From an optimization exercise on the open Yosys and OpenROAD flow, aimed at small area, a short achievable clock period and few clock cycles per item; shortcuts taken in it are not production practice.
No run shown here included a check of the RTL's function; only the layout flow was run.
Power figures rest on the tool's default switching activity, not on a simulated workload.

==> flow/design.v <==
module muldiv(clk, reset, CtoM, CtoD, A, B, High, Low, MtoC, DtoC, DivZero);
  input clk;
  input reset;
  input CtoM;
  input CtoD;
  input [31:0] A;
  input [31:0] B;
  output [31:0] High;
  output [31:0] Low;
  output MtoC;
  output DtoC;
  output DivZero;
  reg s_abs, s_setup, s_mit, s_dit, s_fix;
  reg [31:0] H, L, M;
  reg [5:0] cnt;
  reg [4:0] shamt;
  reg ashort, zflag, bzero;
  reg isdiv, sA, sB;
  reg mdone, ddone, dzero;
  assign High = H;
  assign Low = L;
  assign MtoC = mdone;
  assign DtoC = ddone;
  assign DivZero = dzero;
  function [5:0] lzc;
    input [31:0] x;
    reg [7:0] nz;
    reg [1:0] c [0:7];
    reg [3:0] v;
    integer i;
    begin
      for (i = 0; i < 8; i = i + 1) begin
        v = x[4*i +: 4];
        nz[i] = |v;
        c[i] = v[3] ? 2'd0 : v[2] ? 2'd1 : v[1] ? 2'd2 : 2'd3;
      end
      lzc = nz[7] ? {3'd0, c[7]} :
            nz[6] ? {3'd1, c[6]} :
            nz[5] ? {3'd2, c[5]} :
            nz[4] ? {3'd3, c[4]} :
            nz[3] ? {3'd4, c[3]} :
            nz[2] ? {3'd5, c[2]} :
            nz[1] ? {3'd6, c[1]} :
            nz[0] ? {3'd7, c[0]} : 6'd32;
    end
  endfunction
  function [32:0] add32;
    input [31:0] a;
    input [31:0] b;
    input ci;
    reg [31:0] g, p, gg, pp;
    integer i, l;
    begin
      g = a & b;
      p = a ^ b;
      gg = g;
      pp = p;
      gg[0] = g[0] | (p[0] & ci);
      for (l = 0; l < 5; l = l + 1)
        for (i = 0; i < 32; i = i + 1)
          if ((i >> l) & 1) begin
            gg[i] = gg[i] | (pp[i] & gg[((i >> l) << l) - 1]);
            pp[i] = pp[i] & pp[((i >> l) << l) - 1];
          end
      add32 = {gg[31], p ^ {gg[30:0], ci}};
    end
  endfunction
  function [31:0] inc32;
    input [31:0] x;
    reg [31:0] pp;
    integer i, l;
    begin
      pp = x;
      for (l = 0; l < 5; l = l + 1)
        for (i = 0; i < 32; i = i + 1)
          if ((i >> l) & 1)
            pp[i] = pp[i] & pp[((i >> l) << l) - 1];
      inc32 = x ^ {pp[30:0], 1'b1};
    end
  endfunction
  function [6:0] add7;
    input [6:0] a;
    input [6:0] b;
    input ci;
    reg [6:0] g, p, gg, pp;
    integer i, l;
    begin
      g = a & b;
      p = a ^ b;
      gg = g;
      pp = p;
      gg[0] = g[0] | (p[0] & ci);
      for (l = 0; l < 3; l = l + 1)
        for (i = 0; i < 7; i = i + 1)
          if ((i >> l) & 1) begin
            gg[i] = gg[i] | (pp[i] & gg[((i >> l) << l) - 1]);
            pp[i] = pp[i] & pp[((i >> l) << l) - 1];
          end
      add7 = p ^ {gg[5:0], ci};
    end
  endfunction
  wire monoA = ((L[31:1] & ~L[30:0]) == 31'd0);
  wire monoB = ((H[31:1] & ~H[30:0]) == 31'd0);
  wire [31:0] uA = (sA && monoA) ? {L[30:0], 1'b1} : L;
  wire [31:0] uB = (sB && monoB) ? {H[30:0], 1'b1} : H;
  wire [5:0] zA = lzc(uA);
  wire [5:0] zB = lzc(uB);
  wire [6:0] zd = add7({1'b0, zB}, ~{1'b0, zA}, 1'b1);
  wire zd_neg = zd[6];
  wire [31:0] sh_in = (!isdiv && ashort) ? L : H;
  wire [31:0] sh_out = sh_in << shamt;
  wire [31:0] mval = ashort ? H : L;
  wire two = !H[31] && (cnt != 6'd31);
  wire mb = two ? H[30] : H[31];
  wire [31:0] ax = (s_mit ? (two ? {L[29:0], 2'b0} : {L[30:0], 1'b0}) : L) ^ {32{s_fix}};
  wire [31:0] ay = (M & {32{(s_mit && mb) || s_dit}}) ^ {32{s_dit}};
  wire acin = s_abs ? sA : (s_dit || s_fix);
  wire [32:0] asum = add32(ax, ay, acin);
  wire ac = asum[32];
  wire [31:0] hx = s_mit ? (two ? {H[29:0], L[31:30]} : {H[30:0], L[31]}) :
                   (s_dit ? {H[30:0], 1'b0} : (H ^ {32{s_fix}}));
  wire [31:0] hx1 = inc32(hx);
  wire hci = s_abs ? sB : ((s_mit || s_dit) ? ac : (isdiv || (L == 32'd0)));
  wire [31:0] hsum = hci ? hx1 : hx;
  wire negH = sA ^ sB;
  wire negL = isdiv ? sA : (sA ^ sB);
  wire needfix = isdiv ? (sA || sB) : (sA ^ sB);
  wire mlast = two ? (cnt == 6'd30) : (cnt == 6'd31);
  wire dlast = (cnt[4:0] == 5'd31);
  always @(posedge clk) begin
    mdone <= 1'b0;
    ddone <= 1'b0;
    if (reset) begin
      s_abs <= 1'b0;
      s_setup <= 1'b0;
      s_mit <= 1'b0;
      s_dit <= 1'b0;
      s_fix <= 1'b0;
      dzero <= 1'b0;
    end
    else begin
      if (CtoM || CtoD) begin
        L <= A ^ {32{A[31]}};
        H <= B ^ {32{B[31]}};
        sA <= A[31];
        sB <= B[31];
        isdiv <= CtoD;
        s_abs <= 1'b1;
      end
      if (s_abs) begin
        L <= asum[31:0];
        H <= hsum;
        ashort <= zd_neg;
        bzero <= zB[5];
        if (isdiv) begin
          shamt <= zd[4:0];
          zflag <= zd_neg;
        end
        else begin
          shamt <= zd_neg ? zA[4:0] : zB[4:0];
          zflag <= zd_neg ? zA[5] : zB[5];
        end
        s_abs <= 1'b0;
        s_setup <= 1'b1;
      end
      if (s_setup) begin
        s_setup <= 1'b0;
        if (!isdiv) begin
          cnt <= {1'b0, shamt} + 6'd1;
          M <= mval;
          if (zflag) begin
            H <= 32'd0;
            L <= 32'd0;
            mdone <= 1'b1;
          end
          else begin
            H <= {sh_out[30:0], 1'b0};
            L <= mval;
            if (shamt != 5'd31) s_mit <= 1'b1;
            else if (needfix) s_fix <= 1'b1;
            else mdone <= 1'b1;
          end
        end
        else begin
          cnt <= {1'b0, ~shamt};
          M <= sh_out;
          H <= 32'd0;
          dzero <= bzero;
          if (bzero) ddone <= 1'b1;
          else if (zflag) begin
            if (sA) s_fix <= 1'b1;
            else ddone <= 1'b1;
          end
          else s_dit <= 1'b1;
        end
      end
      if (s_mit) begin
        cnt <= cnt + (two ? 6'd2 : 6'd1);
        L <= asum[31:0];
        H <= hsum;
        if (mlast) begin
          s_mit <= 1'b0;
          if (needfix) s_fix <= 1'b1;
          else mdone <= 1'b1;
        end
      end
      if (s_dit) begin
        cnt <= cnt + 6'd1;
        if (ac) L <= asum[31:0];
        H <= hsum;
        M <= {1'b0, M[31:1]};
        if (dlast) begin
          s_dit <= 1'b0;
          if (needfix) s_fix <= 1'b1;
          else ddone <= 1'b1;
        end
      end
      if (s_fix) begin
        if (negL) L <= asum[31:0];
        if (negH) H <= hsum;
        s_fix <= 1'b0;
        mdone <= !isdiv;
        ddone <= isdiv;
      end
    end
  end
endmodule
==> flow/run.sh <==
#!/bin/bash
# synth_recipe.tcl (not shown) runs the flow's synth.tcl, then flattens the netlist and writes it again
# the make line also repeats each setting of config.mk as NAME=value (left out here)
make -C /OpenROAD-flow-scripts/flow DESIGN_CONFIG=/design/flow/config.mk WORK_HOME=/design/flow/orfs CLKGATE_MAP_FILE= SYNTH_SCRIPT=/design/flow/synth_recipe.tcl finish
==> flow/config.mk <==
export PLATFORM = sky130hd
export DESIGN_NAME = muldiv
export DESIGN_NICKNAME = muldiv
export VERILOG_FILES = /design/flow/design.v
export SDC_FILE = /design/flow/constraint.sdc
export NUM_CORES = 4
export LEC_CHECK = 0
export ABC_AREA = 1
export CAP_MARGIN = 20
export CORE_MARGIN = 2
export CORE_UTILIZATION = 40
export SETUP_SLACK_MARGIN = 4.0
export SLEW_MARGIN = 20
==> flow/constraint.sdc <==
create_clock -name core_clock -period 8.0 [get_ports {clk}]
set_input_delay 1.6000 -clock core_clock [delete_from_list [all_inputs] [get_ports {clk}]]
set_output_delay 1.6000 -clock core_clock [all_outputs]
set_load 0.01 [all_outputs]
==> impl_metrics.toml, run 1 <==
[clocking]
cts.sinks = 121
clk_latency_ns = 0.46
cts_hold_buffers = 0
h-tree-depth = 4
clock-root-buffer = "clkbuf_16"
cts_buffer_depth = 2
tritoncts = "built"
clk_pin_slew_ns = 0.06
cts_inserted_buffers = 17

[power]
fin_total_pwr_mw = 3.74
irDropWorstVdd_mv = 0.170
p_leak_nw = 9.60
powerDensity_nw_per_um2 = 168

[grt]
grt_pass1_wl_um = 127000
grt_pass1_vias = 19900
grt_max_degree = 80
antenna_found_initial = 7
grt_usage_pct = 40.7
gr-total-overflow = 0

[sta]
final.min_clock_period_ns = 4.51
fin_crit_sh_pct = 56.3
worst_pin_slew_ns = 1.31
rsz0062_at_grt = "true"
slew_headroom_pct = 12.9
fmax_mhz = 222
finalClockSkew_ns = 0.00909
setup_viol = 0
maxSlewViolCount = 0
tns_ns = 0
hold_viol_final = 0

[detailed_routing]
ant_nets = 0
wl_per_cell_um = 25.5
postRouteWirelength_um = 89400
dr.first_iter.drc_count = 3200
via_per_inst = 6.21
num_vias = 21700
drc = 0
drt-pass1-iter-count = 6

[finish]
nets = 3087
fin_util_pct = 55.6
stdcell_area_um2 = 22300
final.fill_count = 3943
drive_gt1_share_pct = 22.5
syn_to_final_growth_pct = 36.4

[setup_path]
path_buf_inv = 8
r2r_cells = 28
cpPeakStageDelay_ns = 0.41
reg2reg_slack_ns = 3.49
crit_path_end = "L[19]"
critPathArrivalTime_ns = 4.72
reg2reg_to = "L[19]"
critPathTopFamily = "compound AO/OA/AOI/OAI gates"
cp.depth = 28
critPathLaunch = "cnt[1]"
worstSetupPathType = "reg -> reg"
critPathSlowestCell = "edfxtp_1"
r2r-start = "cnt[1]"
path_max_fanout = 6
required_ns = 8.21
worst_setup_path_end_kind = "flop"
worstSetupStartpointType = "flop"

[yosys]
syn_area_um2 = 16300
synthesis.instances = 2677
yosysUniqueCellTypes = 63
synth_area_leaders = "edfxtp_1 21%, nand2_1 17%, o21ai_0 15%, a21oi_1 6.4%, xor2_1 6.0%"
seq_area_frac_synth_pct = 21.8
yosys_warnings = 3
syn-num-nets = 2802
synthTopCellsByCount = "721 x nand2_1, 474 x o21ai_0, 221 x nor2_1"
async_flop_share_pct = 0
synth-edff-count = 113
synth_seq_cells = 121
yosys.area.top_type = "edfxtp_1"
synth_flop_cell = "edfxtp_1"
synth_top_area_share_pct = 20.8
yosysMostFrequentCell = "nand2_1"
syn_avg_cell_area_um2 = 6.10

[placement]
port_buffers = 134
hpwlAfterDp_um = 58700
dpl_cell_area_um2 = 18000
gp_congestion = 1.02

[die]
die-area_um2 = 42400
row_count = 73
start_util_pct = 40.8
fp.dieH_um = 206
die_w_um = 206
core_um2 = 40000
io_pins = 135

[status]
outcome = "complete, no violations"

[run]
maxCapViolations = 0

[min_path]
hp-class = "reg -> reg"
-- layer usage --
layer	GRT usage [%]	vias to the layer above	wire (µm)
li1	-	9644	-
met1	53.5	10100	33500
met2	59.2	1652	36900
met3	10.6	383	12100
met4	25.1	6	6800
met5	0	-	37
-- worst register-to-register path, delay by kind of cell (launching register included) --
| kind | cells | cell delay [ns] |
|---|---|---|
| adders and majority gates | 2 | 0.51 |
| DFF | 1 | 0.41 |
| and+or+nand+nor | 10 | 0.85 |
| xor gates and xnor gates | 1 | 0.22 |
| AOI/OAI and AO/OA | 7 | 1.25 |
| buffers and inverters | 8 | 1.03 |
-- cells by family (layout without fill, tap and decap cells) --
logic type               after synthesis  in the layout  share of synthesized area [%]
flip-flops                           121            121                           21.8
multiplexers                           6              6                          0.368
other                                  0              2                              0
AND/OR/NAND/NOR                     1107           1110                           27.5
adder cells (fa/ha/maj)               57             57                           4.78
buffers and inverters                394            687                           9.56
XOR/XNOR                             150            150                           8.05
AO/OA/AOI/OAI                        842            844                           28.0
-- how the worst min path moves through the flow --
stage               startpoint       to  slack, ns  depth (start not counted)
detailed placement     s_setup  s_setup       0.47                          1
floorplan              s_setup  s_setup       0.45                          1
global placement         dzero    dzero       0.46                          2
global route           s_setup  s_setup       0.51                          1
CTS                    s_setup  s_setup       0.48                          1
finish                 s_setup  s_setup       0.48                          1
-- per-stage QoR --
stage	hold slack, ns	setup WS, ns	instances
final	0.479	3.49	3502
after global placement	0.460	2.18	3202
after floorplan	0.447	3.69	2677
after global routing	0.506	3.41	3500
after CTS	0.479	3.68	3433
after detailed placement	0.470	2.01	3202
-- area by class of cell --
type                            instances  area, µm²  area share, %
Multi-Input combinational cell       2167      12500           56.1
Timing Repair Buffer                  430       4020           18.1
Sequential cell                       121       3560           16.0
Inverter                              224        946           4.25
Tap cell                              525        657           2.95
Clock buffer                           20        447           2.01
Clock inverter                         12        125          0.562
Timing Repair inverter                  1       11.3         0.0506
Antenna cell                            2       5.00         0.0225
-- flip-flops by register name, indices dropped and copies added, names as in the netlist, 5 cells and up --
name / flops
cnt: 6
shamt: 5
L: 32
M: 32
H: 32
-- placed cells by master (no fill, tap or decap), types with 18 or more instances in the layout --
cell             Yosys  layout
a21oi_1            209     186
a21oi_2              3      18
buf_4                5     237
buf_6                3      31
clkbuf_16            0      19
clkdlybuf4s50_1      0     132
edfxtp_1           113     113
ha_1                48      45
inv_1              198     143
inv_2               18      47
nand2_1            721     649
nand2_2              5      65
nand3_1             95      71
nand3_2              2      20
nor2_1             221     179
nor2_2               5      22
nor2_4               2      27
nor3_1              22      21
o211ai_1            19      19
o21ai_0            474     419
o21ai_1             13      36
o21ai_2              0      28
o22ai_1             47      42
xnor2_1             39      39
xor2_1             111     109
-- what timing repair did --
item,in CTS,in global routing
pin swaps,91,116
setup endpoints to repair,92,78
resized for setup,253,211
setup buffers,190,64
cloned,9,3
-- report_power, final --
group          internal [mW]  switching, mW
Clock                  0.465          0.350
Combinational          0.754           1.32
Sequential             0.785         0.0672
Total                   2.00           1.73
==> run 2, diff against run 1 <==
--- a/flow/config.mk
+++ b/flow/config.mk
@@ -9,5 +9,5 @@
 export CAP_MARGIN = 20
 export CORE_MARGIN = 2
 export CORE_UTILIZATION = 40
-export SETUP_SLACK_MARGIN = 4.0
+export SETUP_SLACK_MARGIN = 4.5
 export SLEW_MARGIN = 20
==> run 2 against run 1 <==
Still clean; register-to-register slack gained 0.11 ns; synthesized area is the same; critical path depth grew 1; synthesized cell count is the same; non-clock buffer count grew 22; core utilization grew 1.5 points; total power grew 4.2%; sequential power grew 0.9%; critical path type unchanged; largest cell class unchanged.
==> impl_metrics.toml, run 2 <==
[clocking]
clock-root-buffer = "clkbuf_16"
cts.sinks = 121
cts_hold_buffers = 0
h-tree-depth = 4
tritoncts = "built"
cts_buffer_depth = 2
clk_latency_ns = 0.46
cts_inserted_buffers = 17
clk_pin_slew_ns = 0.07

[grt]
grt_usage_pct = 39.3
grt_pass1_vias = 19700
antenna_found_initial = 7
gr-total-overflow = 0
grt_max_degree = 85
grt_pass1_wl_um = 124000

[min_path]
whs_path_depth = 2
hp-class = "reg -> reg"

[die]
core_um2 = 40000
die-area_um2 = 42400
start_util_pct = 40.8
io_pins = 135
die_w_um = 206
row_count = 73
fp.dieH_um = 206

[setup_path]
worstSetupStartpointType = "flop"
required_ns = 8.20
worst_setup_path_end_kind = "flop"
critPathSlowestCell = "edfxtp_1"
critPathArrivalTime_ns = 4.60
cpPeakStageDelay_ns = 0.42
cp.depth = 29
critPathTopFamily = "buffers and inverters"
path_max_fanout = 7
worstSetupPathType = "reg -> reg"
r2r_cells = 29
path_buf_inv = 11

[sta]
tns_ns = 0
worst_pin_slew_ns = 1.17
final.min_clock_period_ns = 4.40
fmax_mhz = 227
maxSlewViolCount = 0
slew_headroom_pct = 21.9
setup_viol = 0
rsz0062_at_grt = "true"
hold_viol_final = 0
hold_ws_ns = 0.475
finalClockSkew_ns = 0.0119
fin_crit_sh_pct = 55.0

[placement]
port_buffers = 134
placedCellCount = 3197
hpwlAfterDp_um = 57900
gp_congestion = 1.03

[finish]
nets = 3110
fin_cells = 3528
top_regs = "H: 32 flops, L: 32 flops, M: 32 flops"
drive_gt1_share_pct = 24.7
syn_to_final_growth_pct = 40.1
seqCellArea_um2 = 3560
final.fill_count = 3819
final_common_cell = "nand2_1"
final_cell_mix = "627 x nand2_1, 397 x o21ai_0, 238 x buf_4"
multi_input_area_um2 = 12700

[detailed_routing]
drc = 0
via_per_inst = 6.26
num_vias = 22100
wl_per_cell_um = 25.1
drt-pass1-iter-count = 8
dr.first_iter.drc_count = 3391
postRouteWirelength_um = 88700
ant_nets = 0

[yosys]
synth_flop_cell = "edfxtp_1"
synth_area_leaders = "edfxtp_1 21%, nand2_1 17%, o21ai_0 15%, a21oi_1 6.4%, xor2_1 6.0%"
syn_area_um2 = 16300
synth-edff-count = 113
yosysMostFrequentCell = "nand2_1"
seq_area_frac_synth_pct = 21.8
async_flop_share_pct = 0
syn-num-nets = 2802
synth_top_area_share_pct = 20.8
syn_avg_cell_area_um2 = 6.10
yosysUniqueCellTypes = 63
yosys.area.top_type = "edfxtp_1"
yosys_warnings = 3
synthesis.instances = 2677
synth_seq_cells = 121
synthTopCellsByCount = "721 x nand2_1, 474 x o21ai_0, 221 x nor2_1"

[run]
maxCapViolations = 0

[status]
outcome = "complete, no violations"

[power]
irDropWorstVdd_mv = 0.167
p_leak_nw = 9.86
powerDensity_nw_per_um2 = 170
[run 2: where the power goes]
part           total, mW  switching (mW)  leakage [nW]  internal [mW]
Clock              0.899           0.348         0.304          0.551
Sequential         0.860          0.0748          1.16          0.786
Combinational       2.14            1.34          8.40          0.801
[run 2: metrics by stage]
step	worst slack [ns]	total power, mW	utilization (%)	cell area [µm²]
2_1_floorplan	3.69	1.81	-	16600
3_3_place_gp	2.33	2.38	45.0	18000
6_report	3.60	3.90	57.2	22900
3_5_place_dp	2.18	2.38	45.0	18000
5_1_grt	3.44	4.02	57.1	22900
4_1_cts	3.73	3.57	52.9	21200
[run 2: timing repair]
action,in CTS,in global routing
endpoints found under the setup margin,93,93
setup buffers,191,88
gates cloned,11,3
pin swaps,75,133
gates resized for setup,243,281
[run 2: cell type report]
| cell class | instances | share of cell area [%] |
|---|---|---|
| well taps | 525 | 2.87 |
| multi-input cells | 2169 | 55.6 |
| clock buffers | 19 | 1.89 |
| clock inverters | 13 | 0.881 |
| repair buffers | 452 | 18.9 |
| inverters | 224 | 4.17 |
| diodes | 5 | 0.0547 |
| flip-flops and latches | 121 | 15.6 |
[run 2: cell families after synthesis]
kind of cell	Yosys count	synth area share (%)
buffers and inverters	394	9.56
AND/OR/NAND/NOR	1107	27.5
AO/OA/AOI/OAI	842	28.0
XOR/XNOR	150	8.05
flip-flops	121	21.8
adder cells (fa/ha/maj)	57	4.78
multiplexers	6	0.368
[run 2: worst paths after layout]
kind,startpoint,endpoint,slack [ns]
worst max register to register,cnt[0],L[13],3.60
worst min-delay path,dzero,dzero,0.48
worst min register to register,dzero,dzero,0.48
worst max-delay path,cnt[0],L[13],3.60
[run 2: routing by layer]
layer / GRT usage [%] / wire (µm)
met5: 0 / 25
met4: 22.0 / 6040
met3: 9.29 / 11500
met2: 58.7 / 37200
met1: 52.1 / 34000
[run 2: worst register-to-register path: cells and delay by family (launching register included)]
family | cells | cell delay (ns)
AOI/OAI and AO/OA | 7 | 1.08
buffers and inverters | 11 | 1.27
adders and majority gates | 2 | 0.40
DFF | 1 | 0.42
xor gates and xnor gates | 1 | 0.28
and+or+nand+nor | 8 | 0.71
==> run 3, diff against run 2 <==
--- a/flow/config.mk
+++ b/flow/config.mk
@@ -9,5 +9,5 @@
 export CAP_MARGIN = 20
 export CORE_MARGIN = 2
 export CORE_UTILIZATION = 40
-export SETUP_SLACK_MARGIN = 4.5
+export SETUP_SLACK_MARGIN = 3.0
 export SLEW_MARGIN = 20
==> run 3 against run 2 <==
Still clean on timing, DRC and antenna; non-clock buffer count decreased by 82; sequential share of layout area increased by 1.9 points; first-iteration DRC count decreased by 14%; via count decreased by 5.2%; combinational power decreased by 15%; fmax decreased by 9.6%; critical path depth decreased by 13; die area unchanged; critical endpoint is now M[24]; highest routed layer unchanged.
==> impl_metrics.toml, run 3 <==
[sta]
hold_ws_ns = 0.487
final.min_clock_period_ns = 4.87
fmax_mhz = 206
slew_headroom_pct = 26.1
setup_viol = 0
finalClockSkew_ns = 0.0104
tns_ns = 0
maxSlewViolCount = 0
hold_viol_final = 0
rsz0062_at_grt = "false"
fin_crit_sh_pct = 60.8
worst_pin_slew_ns = 1.09

[die]
core_um2 = 40000
row_count = 73
die-area_um2 = 42400
fp.dieH_um = 206
die_w_um = 206
io_pins = 135
start_util_pct = 40.8

[clocking]
clk_pin_slew_ns = 0.06
h-tree-depth = 4
cts.sinks = 121
clk_latency_ns = 0.47
cts_buffer_depth = 2
tritoncts = "built"
cts_hold_buffers = 0
clock-root-buffer = "clkbuf_16"
cts_inserted_buffers = 17

[power]
p_leak_nw = 8.93
power.switching_mw = 1.60
power_frac_comb_pct = 50.7
irDropWorstVdd_mv = 0.183
sw_frac_of_total_pct = 44.6
p_seq_share_pct = 24.8
clkPwrFrac_pct = 24.5
powerDensity_nw_per_um2 = 175
p_int_mw = 1.98

[finish]
stdcell_area_um2 = 20400
syn_to_final_growth_pct = 25.2
drive_gt1_share_pct = 13.1
fin_util_pct = 51.1
final_cell_mix = "717 x nand2_1, 472 x o21ai_0, 224 x buf_4"
final_common_cell = "nand2_1"
top_regs = "H: 32 flops, L: 32 flops, M: 32 flops"
nets = 3022

[detailed_routing]
ant_nets = 0
dr.first_iter.drc_count = 2911
via_per_inst = 6.09
drt-pass1-iter-count = 8
num_vias = 20900
drc = 0
postRouteWirelength_um = 85500
wl_per_cell_um = 24.9

[setup_path]
required_ns = 8.22
worstSetupStartpointType = "flop"
path_max_fanout = 47
worstSetupPathType = "reg -> reg"
critPathArrivalTime_ns = 5.09
worst_setup_path_end_kind = "flop"

[grt]
grt_pass1_wl_um = 119000
grt_pass1_vias = 17900
grt_usage_pct = 38.4
grt_max_degree = 90
antenna_found_initial = 3
gr-total-overflow = 0

[yosys]
async_flop_share_pct = 0
syn_area_um2 = 16300
synth_area_leaders = "edfxtp_1 21%, nand2_1 17%, o21ai_0 15%, a21oi_1 6.4%, xor2_1 6.0%"
synth_seq_cells = 121
syn-num-nets = 2802
seq_area_frac_synth_pct = 21.8
synthTopCellsByCount = "721 x nand2_1, 474 x o21ai_0, 221 x nor2_1"
yosys.area.top_type = "edfxtp_1"
synth-edff-count = 113
synth_top_area_share_pct = 20.8
synthesis.instances = 2677
syn_avg_cell_area_um2 = 6.10
synth_flop_cell = "edfxtp_1"
yosysMostFrequentCell = "nand2_1"
yosysUniqueCellTypes = 63
yosys_warnings = 3

[placement]
dpl_cell_area_um2 = 17900
hpwlAfterDp_um = 60100
gp_congestion = 1.05
port_buffers = 134

[status]
outcome = "complete, no violations"

[run]
maxCapViolations = 0

[min_path]
hp-class = "reg -> reg"
run 3: cell counts after synthesis:
Identical to the previous run, type by type.
run 3: power by group through the flow:
stage / combinational [mW] / sequential (mW) / clock, mW
final: 1.81 / 0.888 / 0.874
after detailed placement: 1.44 / 0.952 / 0
after global routing: 1.93 / 0.887 / 0.898
after floorplan: 0.890 / 0.889 / 0
after global placement: 1.43 / 0.952 / 0
after CTS: 1.48 / 0.934 / 0.874
run 3: worst max-delay path, cell delays in order, from the launching register on:
cell and delay [ns]:
edfxtp_1 0.42, inv_1 0.08, buf_4 0.49, nand2_1 0.64, buf_4 0.47, nand2_1 0.16, o21ai_0 0.11, o21ai_0 0.27
nand2_1 0.08, o21ai_0 0.11, o21ai_0 0.15, o21ai_0 0.57, nor2_1 0.14, a31oi_2 0.54, o21ai_0 0.17, nand2_1 0.10
nand2_1 0.06
run 3: cell type report:
type                       count  area, µm²
antenna                        2       5.00
clock buffer                  19        433
clock inverter                12        180
fill                        4218      19600
inverter                     224        950
multi-input combinational   2163      11400
sequential                   121       3560
tap                          525        657
timing repair buffer         370       3230
run 3: stage by stage:
stage / cells / power [mW] / worst slack (ns)
after floorplan: 2677 / 1.78 / 3.30
after global placement: 3199 / 2.39 / 2.49
after detailed placement: 3199 / 2.39 / 2.46
after CTS: 3245 / 3.29 / 3.01
after global routing: 3434 / 3.72 / 2.93
final: 3436 / 3.57 / 3.13
run 3: timing repair:
action                                  4_1_cts  5_1_grt
buffers inserted                             14      185
endpoints found under the setup margin       71       73
pin swaps                                     0        8
gates resized for setup                      20       71
gates cloned                                  1        4
endpoints found under the hold margin         0        0
run 3: metal layers:
layer	routed length, µm	GRT usage, %	vias up	part of all wire (%)
met5	26	0	-	0.030
met2	37000	57.7	1453	43
li1	-	-	9512	-
met1	33400	51.9	9716	39
met4	4900	20.7	4	5.7
met3	10200	7.38	249	12
run 3: cells by family after synthesis:
kind of cell	count (synthesis)	synth area share (%)
compound gates	842	28.0
xor+xnor	150	8.05
fa+ha+maj	57	4.78
buf+inv	394	9.56
flops	121	21.8
mux	6	0.368
simple gates	1107	27.5
run 3: path summary, 6_finish.rpt:
kind | startpoint | end | slack (ns) | cells past startpoint
max | isdiv | M[24] | 3.13 | 16
min | s_setup | s_setup | 0.49 | 1
max reg2reg | isdiv | M[24] | 3.13 | 16
min reg2reg | s_setup | s_setup | 0.49 | 1

==> separate check: timing with driven ports <==
No port has a modelled driver above. Below, the same layouts with a new extraction and two added sets of constraints. Step 1 assumes that a clkbuf_16 drives the clock port and a buf_2 every other input. Step 2 also shifts input and output timing later by t, the mid clock arrival at the registers, as if the neighbouring blocks saw the same clock. Slacks: ideal / step 1 / step 2; pairs: ideal / step 1.
run	shift t [ns]	setup slack, ns	worst data-port slew with drivers (ns)	cell pins on the clock port's net
run 1	0.512	3.493 / 3.493 / 3.293	0.10	1
run 2	0.511	3.600 / 3.600 / 3.343	0.09	1
run 3	0.524	3.134 / 3.134 / 3.134	0.05	1
After both steps every run listed still meets setup and hold. The setup slack of run 2, which loses most, moves by 0.000 ns with the drivers and by -0.257 ns with both steps.
